What follows belongs to an exercise in optimizing a design on an open flow for small area and a short achievable clock period; a production flow would make more cautious choices.
Function was not checked in any run shown here: the RTL went through the layout flow alone.

`flow/run.sh`:
```
#!/bin/bash
# synth_recipe.tcl (not shown) runs the flow's synth.tcl, then flattens the netlist and writes it again
# the make line also repeats each setting of config.mk as NAME=value (left out here)
make -C /OpenROAD-flow-scripts/flow DESIGN_CONFIG=/design/flow/config.mk WORK_HOME=/design/flow/orfs CLKGATE_MAP_FILE= SYNTH_SCRIPT=/design/flow/synth_recipe.tcl finish
```
`flow/config.mk`:
```
export PLATFORM = sky130hd
export DESIGN_NAME = cordic
export DESIGN_NICKNAME = cordic
export VERILOG_FILES = /design/flow/design.v
export SDC_FILE = /design/flow/constraint.sdc
export NUM_CORES = 4
export LEC_CHECK = 0
export ABC_AREA = 1
export CAP_MARGIN = 20
export CORE_MARGIN = 2
export CORE_UTILIZATION = 40
export SLEW_MARGIN = 20
```
`flow/constraint.sdc`:
```
create_clock -name core_clock -period 4.0 [get_ports {clk}]
set_input_delay 0.8000 -clock core_clock [delete_from_list [all_inputs] [get_ports {clk}]]
set_output_delay 0.8000 -clock core_clock [all_outputs]
set_load 0.01 [all_outputs]
```
`flow/design.v`:
```
module cordic #(
    parameter data_width = 16,
    parameter iterations = 15
    )(
    input clk,
    input reset_n,
    input logic signed [data_width-1:0] angle,
    input logic signed [data_width-1:0] x_i,
    input logic signed [data_width-1:0] y_i,
    output logic signed [data_width-1:0] cos,
    output logic signed [data_width-1:0] sin,
    input valid_in,
    output logic valid_out
    );
    logic [14:0] vp;
    always_ff @(posedge clk or negedge reset_n)
        if (!reset_n) vp <= '0;
        else vp <= {vp[13:0], valid_in};
    assign valid_out = vp[14];
    logic [15:0] s0, d0, e0, n0;
    assign s0 = x_i + y_i;
    assign d0 = x_i - y_i;
    assign e0 = y_i - x_i;
    assign n0 = ~x_i + ~y_i + 16'd2;
    logic [15:0] z0;
    always_comb case (angle[15:14])
        2'b00: z0 = angle;
        2'b01: z0 = {2'b00, angle[13:0]};
        2'b10: z0 = {2'b11, angle[13:0]};
        default: z0 = -angle;
    endcase
    logic [15:0] x1n, y1n;
    always_comb case (angle[15:14])
        2'b00: begin x1n = d0; y1n = s0; end
        2'b11: begin x1n = s0; y1n = e0; end
        default: begin x1n = n0; y1n = d0; end
    endcase
    logic [15:0] z1n;
    assign z1n = (angle[15] & ~angle[14]) ? z0 + 16'sd12867 : z0 - 16'sd12867;
    logic signed [15:0] x1, y1;
    logic signed [14:0] z1;
    always_ff @(posedge clk) begin x1 <= x1n; y1 <= y1n; z1 <= z1n[14:0]; end
    logic signed [15:0] x2_c, y2_c;
    logic signed [15:0] xh1, yh1;
    assign xh1 = x1 >>> 1;
    assign yh1 = y1 >>> 1;
    assign x2_c = x1 + (yh1 ^ {16{~z1[14]}}) + {15'd0, ~z1[14]};
    assign y2_c = y1 + (xh1 ^ {16{z1[14]}}) + {15'd0, z1[14]};
    logic signed [13:0] z2_c;
    logic signed [14:0] z2_f;
    assign z2_f = z1[14] ? z1 + 15'sd7596 : z1 - 15'sd7596;
    assign z2_c = z2_f[13:0];
    logic signed [15:0] x2, y2;
    logic signed [13:0] z2;
    always_ff @(posedge clk) begin x2 <= x2_c; y2 <= y2_c; z2 <= z2_c; end
    logic signed [15:0] x3_c, y3_c;
    logic signed [15:0] xh2, yh2;
    assign xh2 = x2 >>> 2;
    assign yh2 = y2 >>> 2;
    assign x3_c = x2 + (yh2 ^ {16{~z2[13]}}) + {15'd0, ~z2[13]};
    assign y3_c = y2 + (xh2 ^ {16{z2[13]}}) + {15'd0, z2[13]};
    logic signed [12:0] z3_c;
    logic signed [13:0] z3_f;
    assign z3_f = z2[13] ? z2 + 14'sd4013 : z2 - 14'sd4013;
    assign z3_c = z3_f[12:0];
    logic signed [15:0] x3, y3;
    logic signed [12:0] z3;
    always_ff @(posedge clk) begin x3 <= x3_c; y3 <= y3_c; z3 <= z3_c; end
    logic signed [15:0] x4_c, y4_c;
    logic signed [15:0] xh3, yh3;
    assign xh3 = x3 >>> 3;
    assign yh3 = y3 >>> 3;
    assign x4_c = x3 + (yh3 ^ {16{~z3[12]}}) + {15'd0, ~z3[12]};
    assign y4_c = y3 + (xh3 ^ {16{z3[12]}}) + {15'd0, z3[12]};
    logic signed [11:0] z4_c;
    logic signed [12:0] z4_f;
    assign z4_f = z3[12] ? z3 + 13'sd2037 : z3 - 13'sd2037;
    assign z4_c = z4_f[11:0];
    logic signed [15:0] x4, y4;
    logic signed [11:0] z4;
    always_ff @(posedge clk) begin x4 <= x4_c; y4 <= y4_c; z4 <= z4_c; end
    logic signed [15:0] x5_c, y5_c;
    logic signed [15:0] xh4, yh4;
    assign xh4 = x4 >>> 4;
    assign yh4 = y4 >>> 4;
    assign x5_c = x4 + (yh4 ^ {16{~z4[11]}}) + {15'd0, ~z4[11]};
    assign y5_c = y4 + (xh4 ^ {16{z4[11]}}) + {15'd0, z4[11]};
    logic signed [10:0] z5_c;
    logic signed [11:0] z5_f;
    assign z5_f = z4[11] ? z4 + 12'sd1021 : z4 - 12'sd1021;
    assign z5_c = z5_f[10:0];
    logic signed [15:0] x5, y5;
    logic signed [10:0] z5;
    always_ff @(posedge clk) begin x5 <= x5_c; y5 <= y5_c; z5 <= z5_c; end
    logic signed [15:0] x6_c, y6_c;
    logic signed [15:0] xh5, yh5;
    assign xh5 = x5 >>> 5;
    assign yh5 = y5 >>> 5;
    assign x6_c = x5 + (yh5 ^ {16{~z5[10]}}) + {15'd0, ~z5[10]};
    assign y6_c = y5 + (xh5 ^ {16{z5[10]}}) + {15'd0, z5[10]};
    logic signed [9:0] z6_c;
    logic signed [10:0] z6_f;
    assign z6_f = z5[10] ? z5 + 11'sd511 : z5 - 11'sd511;
    assign z6_c = z6_f[9:0];
    logic signed [15:0] x6, y6;
    logic signed [9:0] z6;
    always_ff @(posedge clk) begin x6 <= x6_c; y6 <= y6_c; z6 <= z6_c; end
    logic signed [15:0] x7_c, y7_c;
    logic signed [15:0] xh6, yh6;
    assign xh6 = x6 >>> 6;
    assign yh6 = y6 >>> 6;
    assign x7_c = x6 + (yh6 ^ {16{~z6[9]}}) + {15'd0, ~z6[9]};
    assign y7_c = y6 + (xh6 ^ {16{z6[9]}}) + {15'd0, z6[9]};
    logic signed [8:0] z7_c;
    assign z7_c = {~z6[8], z6[7:0]};
    logic signed [15:0] x7, y7;
    logic signed [8:0] z7;
    always_ff @(posedge clk) begin x7 <= x7_c; y7 <= y7_c; z7 <= z7_c; end
    logic signed [15:0] x8_c, y8_c;
    logic signed [15:0] xh7, yh7;
    assign xh7 = x7 >>> 7;
    assign yh7 = y7 >>> 7;
    assign x8_c = x7 + (yh7 ^ {16{~z7[8]}}) + {15'd0, ~z7[8]};
    assign y8_c = y7 + (xh7 ^ {16{z7[8]}}) + {15'd0, z7[8]};
    logic signed [7:0] z8_c;
    assign z8_c = {~z7[7], z7[6:0]};
    logic signed [15:0] x8, y8;
    logic signed [7:0] z8;
    always_ff @(posedge clk) begin x8 <= x8_c; y8 <= y8_c; z8 <= z8_c; end
    logic signed [15:0] x9_c, y9_c;
    logic signed [15:0] xh8, yh8;
    assign xh8 = x8 >>> 8;
    assign yh8 = y8 >>> 8;
    assign x9_c = x8 + (yh8 ^ {16{~z8[7]}}) + {15'd0, ~z8[7]};
    assign y9_c = y8 + (xh8 ^ {16{z8[7]}}) + {15'd0, z8[7]};
    logic signed [6:0] z9_c;
    assign z9_c = {~z8[6], z8[5:0]};
    logic signed [15:0] x9, y9;
    logic signed [6:0] z9;
    always_ff @(posedge clk) begin x9 <= x9_c; y9 <= y9_c; z9 <= z9_c; end
    logic signed [15:0] x10_c, y10_c;
    logic signed [15:0] xh9, yh9;
    assign xh9 = x9 >>> 9;
    assign yh9 = y9 >>> 9;
    assign x10_c = x9 + (yh9 ^ {16{~z9[6]}}) + {15'd0, ~z9[6]};
    assign y10_c = y9 + (xh9 ^ {16{z9[6]}}) + {15'd0, z9[6]};
    logic signed [5:0] z10_c;
    assign z10_c = {~z9[5], z9[4:0]};
    logic signed [15:0] x10, y10;
    logic signed [5:0] z10;
    always_ff @(posedge clk) begin x10 <= x10_c; y10 <= y10_c; z10 <= z10_c; end
    logic signed [15:0] x11_c, y11_c;
    logic signed [15:0] xh10, yh10;
    assign xh10 = x10 >>> 10;
    assign yh10 = y10 >>> 10;
    assign x11_c = x10 + (yh10 ^ {16{~z10[5]}}) + {15'd0, ~z10[5]};
    assign y11_c = y10 + (xh10 ^ {16{z10[5]}}) + {15'd0, z10[5]};
    logic signed [4:0] z11_c;
    assign z11_c = {~z10[4], z10[3:0]};
    logic signed [15:0] x11, y11;
    logic signed [4:0] z11;
    always_ff @(posedge clk) begin x11 <= x11_c; y11 <= y11_c; z11 <= z11_c; end
    logic signed [15:0] x12_c, y12_c;
    logic signed [15:0] xh11, yh11;
    assign xh11 = x11 >>> 11;
    assign yh11 = y11 >>> 11;
    assign x12_c = x11 + (yh11 ^ {16{~z11[4]}}) + {15'd0, ~z11[4]};
    assign y12_c = y11 + (xh11 ^ {16{z11[4]}}) + {15'd0, z11[4]};
    logic signed [3:0] z12_c;
    assign z12_c = {~z11[3], z11[2:0]};
    logic signed [15:0] x12, y12;
    logic signed [3:0] z12;
    always_ff @(posedge clk) begin x12 <= x12_c; y12 <= y12_c; z12 <= z12_c; end
    logic signed [15:0] x13_c, y13_c;
    logic signed [15:0] xh12, yh12;
    assign xh12 = x12 >>> 12;
    assign yh12 = y12 >>> 12;
    assign x13_c = x12 + (yh12 ^ {16{~z12[3]}}) + {15'd0, ~z12[3]};
    assign y13_c = y12 + (xh12 ^ {16{z12[3]}}) + {15'd0, z12[3]};
    logic signed [2:0] z13_c;
    assign z13_c = {~z12[2], z12[1:0]};
    logic signed [15:0] x13, y13;
    logic signed [2:0] z13;
    always_ff @(posedge clk) begin x13 <= x13_c; y13 <= y13_c; z13 <= z13_c; end
    logic signed [15:0] x14_c, y14_c;
    logic signed [15:0] xh13, yh13;
    assign xh13 = x13 >>> 13;
    assign yh13 = y13 >>> 13;
    assign x14_c = x13 + (yh13 ^ {16{~z13[2]}}) + {15'd0, ~z13[2]};
    assign y14_c = y13 + (xh13 ^ {16{z13[2]}}) + {15'd0, z13[2]};
    logic signed [1:0] z14_c;
    assign z14_c = {~z13[1], z13[0:0]};
    logic signed [15:0] x14, y14;
    logic signed [1:0] z14;
    always_ff @(posedge clk) begin x14 <= x14_c; y14 <= y14_c; z14 <= z14_c; end
    logic signed [15:0] x15_c, y15_c;
    logic signed [15:0] xh14, yh14;
    assign xh14 = x14 >>> 14;
    assign yh14 = y14 >>> 14;
    assign x15_c = x14 + (yh14 ^ {16{~z14[1]}}) + {15'd0, ~z14[1]};
    assign y15_c = y14 + (xh14 ^ {16{z14[1]}}) + {15'd0, z14[1]};
    logic signed [15:0] x15, y15;
    always_ff @(posedge clk) begin x15 <= x15_c; y15 <= y15_c; end
    assign cos = x15;
    assign sin = y15;
endmodule
```
==> flow_metrics.py, run 1 <==
metrics = {
    "run_status": {
        "status": "timing/DRC/antenna clean",
    },
    "synthesis": {
        "synth_edf_count": 0,
        "synth-compound-area-share_pct": 13.5,
        "synth_most_common_cell": "nand2_1",
        "synthXorXnorAreaFrac_pct": 16.3,
        "ys_seq_area_share_pct": 30.9,
        "syn_nets": 5412,
        "yosys.area.top_type_share_pct": 29.9,
        "async_flop_share_pct": 2.48,
        "synth_warnings": 1,
        "ys_dominant_reg_cell": "dfxtp_1",
        "avgSynthCellArea_um2": 8.22,
        "syn_area_um2": 39400,
        "synthTopCellsByCount": "nand2_1 (871), dfxtp_1 (589), ha_1 (530)",
        "ys_types": 55,
        "synth_top_family_by_area": "adder cells",
        "synth-simple-area-share_pct": 15.6,
        "synth_seq_cells": 604,
        "yosys.area_share.adder_pct": 18.7,
        "muxShareOfSynthArea_pct": 0,
        "synth_cells": 4794,
        "synth_top_cells_by_area": "dfxtp_1 (30%), ha_1 (17%), xor2_1 (11%)",
        "synth_top_area_cell": "dfxtp_1",
    },
    "routing": {
        "drcViolationCount": 0,
        "viasPerCell": 4.94,
        "drt-initial-drc-count": 1453,
        "vias": 31010,
        "finalWirelength_um": 88100,
        "ant_nets": 0,
        "drtPass1Iterations": 5,
        "wl_per_cell_um": 14.0,
    },
    "global_route": {
        "top_usage_layer": "met2",
        "antenna_found_initial": 0,
        "use_met2_pct": 30.6,
        "grt_overflow": 0,
        "grt_max_degree": 47,
        "grt_pass1_wl_um": 148000,
        "grt_usage_pct": 17.3,
        "grtUsageMet3_pct": 2.20,
        "grtUsageMet1_pct": 22.1,
        "grt_pass1_vias": 30635,
    },
    "clocking": {
        "cts_root_buf": "clkbuf_16",
        "ctsHoldBuffers": 0,
        "cts_buffers": 70,
        "clkLatencyLatePin_ns": 0.63,
        "cts.sink_count": 604,
        "cts_tree": "built",
        "post-cts-setup-buffer-count": 0,
        "htreeDepth": 3,
        "cts_resized": 0,
        "clkTransAtPathRegs_ns": 0.06,
        "cts_max_path_buffers": 3,
    },
    "critical_path": {
        "critPathMaxFanout": 13,
        "crit_type": "reg -> reg",
        "worstSetupStartpointType": "register",
        "timing.critical_path.arrival_ns": 3.68,
        "cp_data_required_time_ns": 4.48,
        "reg2reg_slack_ns": 0.80,
        "critPathCaptureType": "register",
    },
    "timing": {
        "fmax_mhz": 313,
        "drv_slew": 0,
        "setup_viol": 0,
        "tightest_slew_ns": 0.836,
        "fin_setup_tns_ns": 0,
        "skew_ns": 0.0296,
        "whs_ns": 0.301,
        "grt_setup_unrepaired": "false",
        "slew_headroom_pct": 43.9,
        "finalHoldViolCount": 0,
        "layout_min_cycle_time_ns": 3.20,
        "finalCritPeriodShare_pct": 79.9,
    },
    "placement": {
        "routabilityCongestion": 0.907,
        "dpl.cell_count": 6152,
        "io_buffers": 83,
        "dp_hpwl_um": 72300,
    },
    "floorplan": {
        "die_area_um2": 101000,
        "die_w_um": 318,
        "boundaryPins": 84,
        "initial_core_util_pct": 40.2,
        "rows": 115,
        "die_y_um": 318,
        "core_area_um2": 98000,
    },
    "layout": {
        "diodes": 0,
        "final_nets": 5555,
        "drive_above_1_share_pct": 4.67,
        "area_delta_synth_final_pct": 12.5,
        "final_cell_count_no_fill": 6278,
    },
    "flow_run": {
        "maxCapViolations": 0,
    },
    "hold_path": {
        "hold_path.class": "reg -> reg",
    },
}
==> through the flow <==
step	instance area [um2]	utilization, %	setup slack (ns)
after floorplan	39400	-	1.10
after global placement	41900	42.7	0.265
after detailed placement	41900	42.7	0.264
after CTS	44300	45.2	0.628
after global routing	44300	45.2	0.515
final	44300	45.2	0.804
==> metal layers <==
layer | part of all wire [%] | vias up
li1 | - | 16464
met1 | 47 | 13996
met5 | 0 | -
met2 | 48 | 423
met3 | 3.0 | 127
met4 | 2.0 | 0
==> final timing paths <==
path | startpoint | endpoint | depth (start not counted)
max in group asynchronous | reset_n | vp[11] | 1
min reg2reg | z6[4] | z7[4] | 0
min in group asynchronous | reset_n | vp[12] | 1
max reg2reg | z4[11] | y5[12] | 9
min | z6[4] | z7[4] | 0
max | z4[11] | y5[12] | 9
==> critical path, stage by stage (launching register included) <==
cell and delay, ns:
dfxtp_1 0.75, buf_4 0.36, xor2_1 0.20, ha_1 0.30, a21oi_1 0.15, a21boi_0 0.46
o21ai_0 0.22, a31oi_1 0.30, o21ai_0 0.15, xor2_1 0.15
==> layout by cell type, fill, tap and decap left out, types with 8 or more instances in the layout <==
cell type / instances
nand4_1: 68
fa_1: 37
nor3_1: 49
o31ai_1: 27
clkdlybuf4s50_1: 83
a211oi_1: 30
nor2_2: 11
a21boi_0: 27
inv_2: 8
nand2_2: 16
clkinv_2: 11
inv_1: 436
a21o_1: 18
o21ai_2: 11
clkbuf_8: 13
nor2_1: 175
dfxtp_1: 586
dfrtp_1: 15
clkbuf_1: 13
nand2_1: 871
o21ai_1: 16
o21ai_0: 246
o21bai_1: 12
xor2_1: 497
ha_1: 530
a21oi_1: 463
xnor2_1: 232
buf_4: 40
nand3b_1: 31
nand3_1: 188
a31oi_1: 85
clkbuf_16: 71
==> logic make-up after synthesis <==
kind of cell	count (synthesis)
buffers and inverters	498
XOR/XNOR	732
AO/OA/AOI/OAI	960
adder cells (fa/ha/maj)	567
AND/OR/NAND/NOR	1433
flip-flops	604
==> cell type report <==
cell class	count	area, um2
Timing Repair Buffer	123	1130
Fill cell	9673	53700
Clock buffer	97	2000
Clock inverter	29	450
Multi-Input combinational cell	3692	25300
Inverter	446	1680
Sequential cell	604	12200
Tap cell	1287	1610
==> run 2, diff against run 1 <==
--- a/flow/config.mk
+++ b/flow/config.mk
@@ -9,4 +9,5 @@
 export CAP_MARGIN = 20
 export CORE_MARGIN = 2
 export CORE_UTILIZATION = 40
+export SETUP_SLACK_MARGIN = 1.0
 export SLEW_MARGIN = 20
==> flow_metrics.py, run 2 <==
metrics = {
    "synthesis": {
        "synth_top_cells_by_area": "dfxtp_1 (30%), ha_1 (17%), xor2_1 (11%)",
        "synth_warnings": 1,
        "synth_cells": 4794,
        "synth_most_common_cell": "nand2_1",
        "async_flop_share_pct": 2.48,
        "syn_area_um2": 39400,
        "synth_edf_count": 0,
        "yosys.area.top_type_share_pct": 29.9,
        "synthTopCellsByCount": "nand2_1 (871), dfxtp_1 (589), ha_1 (530)",
        "ys_dominant_reg_cell": "dfxtp_1",
        "syn_nets": 5412,
        "synth_top_area_cell": "dfxtp_1",
        "ys_seq_area_share_pct": 30.9,
        "ys_types": 55,
        "avgSynthCellArea_um2": 8.22,
        "synth_seq_cells": 604,
    },
    "hold_path": {
        "hold_end": "z7[4]",
        "hold_path.class": "reg -> reg",
        "hold_depth": 0,
        "min_from": "z6[4]",
    },
    "critical_path": {
        "crit_path_max_incr_delay_ns": 0.51,
        "path_common_cell": "a21oi_1",
        "critPathMaxFanout": 7,
        "cp_slowest_cell": "clkdlybuf4s50_1",
        "rr_startpoint": "z11[4]",
        "crit_chain": "clkdlybuf4s50_1, inv_1, ha_1, buf_4, ha_1, a21oi_1, nand2_1, a21oi_1, o21ai_1, or2_2, a21oi_1, a31oi_1",
        "crit_type": "in -> reg",
        "timing.critical_path.arrival_ns": 3.33,
        "r2r_cells": 9,
        "critPathCaptureType": "register",
        "timing.rr.end": "x12[12]",
        "reg2reg_slack_ns": 1.16,
        "cp_data_required_time_ns": 4.48,
        "worstSetupStartpointType": "input port",
    },
    "global_route": {
        "grt_max_degree": 47,
        "antenna_found_initial": 0,
        "grt_pass1_wl_um": 148000,
        "grt_pass1_vias": 30653,
        "grt_usage_pct": 17.3,
        "grt_overflow": 0,
    },
    "routing": {
        "vias": 31055,
        "route.met2.wl_um": 42600,
        "drt-initial-drc-count": 1488,
        "viasPerCell": 4.95,
        "drcViolationCount": 0,
        "ant_nets": 0,
        "met3RoutedLength_um": 2540,
        "drtPass1Iterations": 5,
        "top_layer_used": "met4",
        "finalWirelength_um": 88200,
        "wl_per_cell_um": 14.0,
        "drt-met1-wl_um": 41200,
    },
    "timing": {
        "slew_headroom_pct": 43.1,
        "skew_ns": 0.0297,
        "finalHoldViolCount": 0,
        "finalCritPeriodShare_pct": 71.3,
        "tightest_slew_ns": 0.847,
        "layout_min_cycle_time_ns": 2.85,
        "setup_slack_ns": 1.15,
        "fmax_mhz": 351,
        "grt_setup_unrepaired": "true",
        "setup_viol": 0,
        "fin_setup_tns_ns": 0,
        "drv_slew": 0,
    },
    "clocking": {
        "clkLatencyLatePin_ns": 0.64,
        "htreeDepth": 3,
        "cts_buffers": 70,
        "cts.sink_count": 604,
        "clkTransAtPathRegs_ns": 0.06,
        "post-cts-setup-buffer-count": 0,
        "cts_tree": "built",
        "cts_root_buf": "clkbuf_16",
        "cts_max_path_buffers": 3,
    },
    "layout": {
        "mostFrequentLayoutCells": "nand2_1 (871), dfxtp_1 (580), ha_1 (527), xor2_1 (494), a21oi_1 (461)",
        "diodes": 0,
        "area_delta_synth_final_pct": 12.9,
        "final_nets": 5555,
        "nFillCells": 9655,
        "layout_commonest_cell": "nand2_1",
        "drive_above_1_share_pct": 5.03,
    },
    "floorplan": {
        "boundaryPins": 84,
        "core_area_um2": 98000,
        "die_area_um2": 101000,
        "die_y_um": 318,
        "rows": 115,
        "initial_core_util_pct": 40.2,
        "die_w_um": 318,
    },
    "placement": {
        "routabilityCongestion": 0.907,
        "io_buffers": 83,
        "dp_hpwl_um": 72300,
        "post-place-ws_ns": 0.264,
    },
    "flow_run": {
        "maxCapViolations": 0,
    },
    "run_status": {
        "status": "timing/DRC/antenna clean",
    },
}
==> run 2: cell counts after synthesis <==
Identical to the previous run, type by type.
==> run 2: cells by family (layout without fill, tap and decap cells) <==
logic type | after synthesis | count (layout) | synth area share, %
buffers and inverters | 498 | 695 | 5.04
AND/OR/NAND/NOR | 1433 | 1433 | 15.6
XOR/XNOR | 732 | 732 | 16.3
AO/OA/AOI/OAI | 960 | 960 | 13.5
adder cells (fa/ha/maj) | 567 | 567 | 18.7
flip-flops | 604 | 604 | 30.9
==> run 2: final cells by class <==
cell class / instances / area (um2) / share of cell area (%)
Tap cell: 1287 / 1610 / 3.62
Sequential cell: 604 / 12200 / 27.4
Inverter: 446 / 1680 / 3.77
Multi-Input combinational cell: 3692 / 25400 / 57.1
Timing Repair Buffer: 123 / 1140 / 2.57
Clock buffer: 97 / 2000 / 4.50
Clock inverter: 29 / 450 / 1.01
==> run 2: metal layers <==
metal	vias up	GRT usage, %
met2	396	30.6
li1	16456	-
met3	127	2.22
met1	14076	22.1
met5	-	0
met4	0	4.74
==> run 2: worst max-delay path, delay by kind of cell <==
family,cells,cell delay [ns]
AOI/OAI and AO/OA,5,0.82
adders and majority gates,2,0.51
and+or+nand+nor,2,0.42
buffers and inverters,3,0.77
==> run 2: through the flow <==
step | cell area (um2) | hold WS [ns] | std cells | utilization (%)
after floorplan | 39400 | 0.310 | 4794 | -
after global placement | 41900 | 0.310 | 6152 | 42.7
after detailed placement | 41900 | 0.312 | 6152 | 42.7
after CTS | 44400 | 0.298 | 6278 | 45.3
after global routing | 44500 | 0.309 | 6278 | 45.4
final | 44500 | 0.301 | 6278 | 45.4
==> run 2: repair_timing <==
item / CTS / global route
endpoints found under the setup margin: 17 / 55
pin swaps: 0 / 2
hold buffers: 0 / 0
resized for setup: 7 / 39
==> run 2: how the worst max path moves through the flow <==
stage                 from      end  slack (ns)  cells past startpoint
floorplan           z5[10]   x6[12]        1.10                     12
global placement    x_i[1]   x1[15]        0.26                     14
detailed placement  x_i[1]   x1[15]        0.26                     14
CTS                 z11[4]  x12[12]        0.98                      8
global route        z11[4]  x12[12]        0.98                      9
finish              x_i[2]   x1[10]        1.15                     12

separate check: timing with driven ports:
The results above use ideal ports. As a check the final layouts listed here were re-extracted and re-timed, cells and wires unchanged. Step 1 assumes that a clkbuf_16 drives the clock port and a buf_2 every other input. Step 2 also shifts input and output timing later by t, the mid clock arrival at the registers, as if the neighbouring blocks saw the same clock. a / b / c = ideal / step 1 / step 2; a / b = the first two.
| run | shift t [ns] | slack for setup (ns) | pins driven straight from the clock port |
|---|---|---|---|
| run 1 | 0.680 | 0.804 / 0.804 / 0.249 | 1 |
| run 2 | 0.682 | 1.148 / 1.158 / 0.507 | 1 |
After both steps every run listed still meets setup and hold. The setup slack of run 2, which loses most, moves by +0.010 ns with the drivers and by -0.641 ns with both steps.
